Context: an optimization exercise on an open-source flow, tuned for small area. The choices shown serve that exercise and are no tape-out recipe.
No driver is modelled on the clock port, so clock power and skew are understated where the tree is cut down; a real chip needs a root buffer or a tree.
Power and IR drop assume default switching activity.

Design Zad_8_1, start of the top module:
module Zad_8_1(
       input logic [15:0] input0,
       output logic [23:0] output0,
       input logic clk,
       input logic rst,
       input logic start,
       output logic ready
    );
logic [35:0] w;      
logic [17:0] dr;     
logic [2:0] ph;      
logic init;          
logic sub;           
logic sh;            
logic c;             
logic p0, p2, p3, p5, rph, shin, hi, ge3;
logic [5:0] din, op, sum;
logic [6:0] k;
assign p0  = ~ph[2] & ~ph[1] & ~ph[0];
assign p3  = ph[2] & ph[1] & ph[0];
assign p2  = ~ph[2] & ph[1] & ph[0];
assign p5  = ph[2] & ~ph[1] & ~ph[0];
assign rph = ph[2];                      
assign hi  = (dr[15:2] == 14'd0);        
assign ge3 = ~hi | (dr[1] & dr[0]);      
assign shin = p0 ? sub : sh;              
assign din = {w[4:2] & {3{~init}}, (w[1] & ~init) | (p3 & ge3 & init), w[0] & ~init, shin};
assign op  = {6{rph}} & (dr[5:0] ^ {6{sub}});
assign k[0] = c;
genvar i;
generate for (i = 0; i < 6; i++) begin : g_add
    assign sum[i] = din[i] ^ op[i] ^ k[i];
    assign k[i+1] = (din[i] & op[i]) | (din[i] & k[i]) | (op[i] & k[i]);
end endgenerate
assign ready = ~init & p0 & w[17];
always_ff @(posedge clk) begin
    w  <= {sum, w[35:6]};
    dr <= start ? {2'b00, input0} : {dr[5:0], dr[17:6]};
    sh <= w[5] & ~init;                  
    c  <= p2 ? sub : (k[6] & ~p5);
    if (rst)        ph <= 3'b010;
    else if (start) ph <= 3'b000;
    else if (ready) ph <= 3'b010;
    else            ph <= {ph[1:0], ~ph[2]};
    if (start)   init <= 1'b1;
    else if (p5) init <= 1'b0;
    if (start)   sub <= 1'b1;
    else if (p5) sub <= ~sum[5];
end
assign output0 = {{4{hi & ~dr[1] & ~dr[0]}}, hi & ~dr[1], hi & ~dr[0], w[16:0], sub};
endmodule
==> flow/config.mk <==
export PLATFORM = sky130hd
export DESIGN_NAME = Zad_8_1
export DESIGN_NICKNAME = Zad_8_1
export VERILOG_FILES = /design/flow/design.v
export SDC_FILE = /design/flow/constraint.sdc
export NUM_CORES = 4
export LEC_CHECK = 0
export CAP_MARGIN = 20
export CORE_MARGIN = 2
export CORE_UTILIZATION = 70
export PLACE_DENSITY = 0.9
export SLEW_MARGIN = 20
==> flow/constraint.sdc <==
create_clock -name core_clock -period 7.0 [get_ports {clk}]
set_input_delay 1.4000 -clock core_clock [delete_from_list [all_inputs] [get_ports {clk}]]
set_output_delay 1.4000 -clock core_clock [all_outputs]
set_load 0.01 [all_outputs]
standard.sh (not shown) runs the stock make flow with config.mk's settings and CLKGATE_MAP_FILE= SYNTH_SCRIPT=/design/flow/synth_recipe.tcl, a recipe that flattens the netlist after the stock synthesis.
==> flow/flow/run.sh <==
#!/bin/bash
# The standard layout (standard.sh) with these changes:
# - buf_1 cells as the port buffers;
# - synthesis's upsized logic cells set back to drive 1 after floorplan (downsize.tcl);
# - a one-level clock distribution (clkb.tcl) in place of TritonCTS;
# - power recovery (downsizing off the critical paths) after global routing.
# make's output goes to standard.log; each ORFS step keeps its own log under orfs/logs.
export OWN_FLOW_DIR=$(pwd)/flow
export BUFFER_PORTS_ARGS="-buffer_cell sky130_fd_sc_hd__buf_1"
export POST_FLOORPLAN_TCL=$OWN_FLOW_DIR/downsize.tcl
export PRE_CTS_TCL=$OWN_FLOW_DIR/cts_pre.tcl
export CLK_NBUF=2
export CLK_BUF=sky130_fd_sc_hd__clkbuf_16
export RECOVER_POWER=100
bash standard.sh > standard.log 2>&1
==> flow/flow/clkb.tcl <==
# Clock distribution without CTS: the clock port drives CLK_NBUF buffers of type
# CLK_BUF directly. The registers are split into CLK_NBUF groups of equal size by
# recursive bisection along the longer side of each group's bounding box; each
# buffer sits at its group's centroid and drives that group's clock pins.
set nbuf $::env(CLK_NBUF)
set bcell $::env(CLK_BUF)
set block [ord::get_db_block]
set dbu [$block getDbUnitsPerMicron]
set pts {}
foreach it [[$block findNet clk] getITerms] {
  set b [[$it getInst] getBBox]
  lappend pts [list [expr {([$b xMin] + [$b xMax]) / 2.0 / $dbu}] [expr {([$b yMin] + [$b yMax]) / 2.0 / $dbu}] [[$it getInst] getName]]
}
proc clk_split {pts k} {
  if {$k <= 1} { return [list $pts] }
  set xs [lmap p $pts {lindex $p 0}]
  set ys [lmap p $pts {lindex $p 1}]
  set dx [expr {[tcl::mathfunc::max {*}$xs] - [tcl::mathfunc::min {*}$xs]}]
  set dy [expr {[tcl::mathfunc::max {*}$ys] - [tcl::mathfunc::min {*}$ys]}]
  set ax [expr {$dx >= $dy ? 0 : 1}]
  set s [lsort -real -index $ax $pts]
  set k1 [expr {$k / 2}]
  set cut [expr {int(round(double([llength $s]) * $k1 / $k))}]
  return [concat [clk_split [lrange $s 0 [expr {$cut - 1}]] $k1] [clk_split [lrange $s $cut end] [expr {$k - $k1}]]]
}
set i 0
foreach g [clk_split $pts $nbuf] {
  set sx 0.0; set sy 0.0; set pins {}
  foreach p $g {
    set sx [expr {$sx + [lindex $p 0]}]; set sy [expr {$sy + [lindex $p 1]}]
    lappend pins [get_pins -of_objects [get_cells [lindex $p 2]] -filter "direction == input && is_clock"]
  }
  set c [list [expr {$sx / [llength $g]}] [expr {$sy / [llength $g]}]]
  puts "clock buffer $i: [llength $g] registers at $c"
  insert_buffer -buffer_cell $bcell -net clk -load_pins $pins -location $c -buffer_name clkbuf_$i -net_name clknet_$i
  incr i
}
Other scripts of this flow, unchanged in this note and not shown: flow/flow/cts_pre.tcl, flow/flow/downsize.tcl
The baseline passed the timing, DRC and antenna checks.
==> next run, changes <==
--- a/flow/flow/run.sh
+++ b/flow/flow/run.sh
@@ -11,4 +11,4 @@
 export PRE_CTS_TCL=$OWN_FLOW_DIR/cts_pre.tcl
-export CLK_NBUF=2
-export CLK_BUF=sky130_fd_sc_hd__clkbuf_16
+export CLK_NBUF=3
+export CLK_BUF=sky130_fd_sc_hd__clkbuf_8
 export RECOVER_POWER=100
- CORE_UTILIZATION: 70 -> 55
- PLACE_DENSITY: 0.9 -> 0.75
Result:
- total power falls by a few percent
- area after synthesis is unchanged
- first-iteration DRC count rises by well over a third
- clock skew rises by 0.012 ns
- wire length is about the same
- global-route usage falls by 3.7 points
- final cell count rises by a little under a tenth
==> next run, changes <==
- CORE_UTILIZATION: 55 -> 70
- PLACE_DENSITY: 0.75 -> 0.9
What happened: Synthesized cell count stays the same; worst setup slack is better by 0.060 ns; global-route usage goes up by 4.0 points; cell count decreases by 7.4%; sequential power is about the same; critical path depth stays the same; total power is about the same; sequential share of layout area went up by 0.60 points; area after synthesis stays the same; core utilization is higher by 17 points.
No functional check of the RTL was part of any run of this note. In every run of this note, the design's own scripts or RTL, not TritonCTS, make the clock network.

* * *

Zad_8_1, a different RTL version from the one above (not shown whole).
Size in the first run: about 170 cells after synthesis, roughly 62 flip-flops, roughly 0.0021 sq mm of cells after synthesis.
==> flow/config.mk <==
export PLATFORM = sky130hd
export DESIGN_NAME = Zad_8_1
export DESIGN_NICKNAME = Zad_8_1
export VERILOG_FILES = /design/flow/design.v
export SDC_FILE = /design/flow/constraint.sdc
export NUM_CORES = 4
export LEC_CHECK = 0
export CAP_MARGIN = 20
export CORE_MARGIN = 2
export CORE_UTILIZATION = 40
export SLEW_MARGIN = 20
==> flow/constraint.sdc <==
create_clock -name core_clock -period 7.0 [get_ports {clk}]
set_input_delay 1.4000 -clock core_clock [delete_from_list [all_inputs] [get_ports {clk}]]
set_output_delay 1.4000 -clock core_clock [all_outputs]
set_load 0.01 [all_outputs]
==> flow/flow/run.sh <==
#!/bin/bash
# The standard layout (standard.sh), with buf_1 cells as the port buffers and
# a one-level clock distribution (flow/clkn.tcl) in place of TritonCTS.
export OWN_FLOW_DIR=$(pwd)/flow
export BUFFER_PORTS_ARGS="-buffer_cell sky130_fd_sc_hd__buf_1"
export PRE_CTS_TCL=$OWN_FLOW_DIR/cts_pre.tcl
export CLK_NBUF=2
export CLK_BUF=sky130_fd_sc_hd__clkbuf_16
export RECOVER_POWER=100
bash standard.sh > standard.log 2>&1
Other scripts of this flow, unchanged in this note and not shown: flow/flow/clkn.tcl, flow/flow/cts_pre.tcl
The first run finished clean.
Edit:
==> flow/flow/run.sh (replaced) <==
#!/bin/bash
# The standard layout (standard.sh) with these changes:
# - buf_1 cells as the port buffers;
# - synthesis's upsized logic cells set back to drive 1 after floorplan (downsize.tcl);
# - a one-level clock distribution (clkn.tcl) in place of TritonCTS;
# - power recovery (downsizing off the critical paths) after global routing.
# make's output goes to standard.log; each ORFS step keeps its own log under orfs/logs.
export OWN_FLOW_DIR=$(pwd)/flow
export BUFFER_PORTS_ARGS="-buffer_cell sky130_fd_sc_hd__buf_1"
export POST_FLOORPLAN_TCL=$OWN_FLOW_DIR/downsize.tcl
export PRE_CTS_TCL=$OWN_FLOW_DIR/cts_pre.tcl
export CLK_NBUF=2
export CLK_BUF=sky130_fd_sc_hd__clkbuf_16
export RECOVER_POWER=100
bash standard.sh > standard.log 2>&1
==> flow/flow/downsize.tcl (new file) <==
# Sourced after floorplan (POST_FLOORPLAN_TCL): give every logic cell that
# synthesis upsized the drive-1 version of its cell (the same function and
# pins); later timing repair upsizes again where a path needs it.
set n 0
foreach inst [[ord::get_db_block] getInsts] {
  set m [[$inst getMaster] getName]
  if {![regexp {^(sky130_fd_sc_hd__[a-z0-9]+)_([0-9]+)$} $m -> base drive]} { continue }
  if {$drive <= 1} { continue }
  if {[string match *clkbuf* $base] || [string match *tap* $base]} { continue }
  set small [get_lib_cells -quiet ${base}_1]
  if {$small eq ""} { continue }
  replace_cell [get_cells [$inst getName]] $small
  incr n
}
puts "downsize.tcl: $n cells set to drive 1"
Cell count is unchanged. Synthesized cell count does not change. Area after synthesis does not change. Critical path depth does not change. Combinational power shrinks by a few percent. Die area is unchanged. Worst hold slack hardly moves.
No run of this note included a check of the RTL's function; only the layout flow was run. In every run of this note, the design's own scripts or RTL, not TritonCTS, make the clock network.

[port drivers added, routing unchanged]
How much do the figures lean on ideal ports? The routed layouts below were timed once more, with nothing changed but the port constraints.
Step 1 sets driving cells, clkbuf_16 on the clock port and buf_2 on the other inputs (assumed; they add their load-dependent delay and slew).
Step 2 also shifts input and output timing later by t, the mid clock arrival at the registers, as if the neighbouring blocks saw the same clock.
a / b / c = no drivers / after step 1 / after step 2; a / b = the first two.
run	t, ns	setup slack, ns	worst setup path after step 2	clock arrival spread, ns
the first run of note 1	0.206	3.529 / 3.529 / 3.529	register to register	0.004 / 0.004
the second run of note 1	0.210	3.481 / 3.481 / 3.481	register to register	0.016 / 0.016
the third run of note 1	0.209	3.541 / 3.541 / 3.541	register to register	0.011 / 0.011
the first run of note 2	0.210	3.787 / 3.787 / 3.787	register to register	0.003 / 0.003
the second run of note 2	0.212	3.789 / 3.789 / 3.789	register to register	0.009 / 0.008
After both steps every run listed still meets setup and hold.
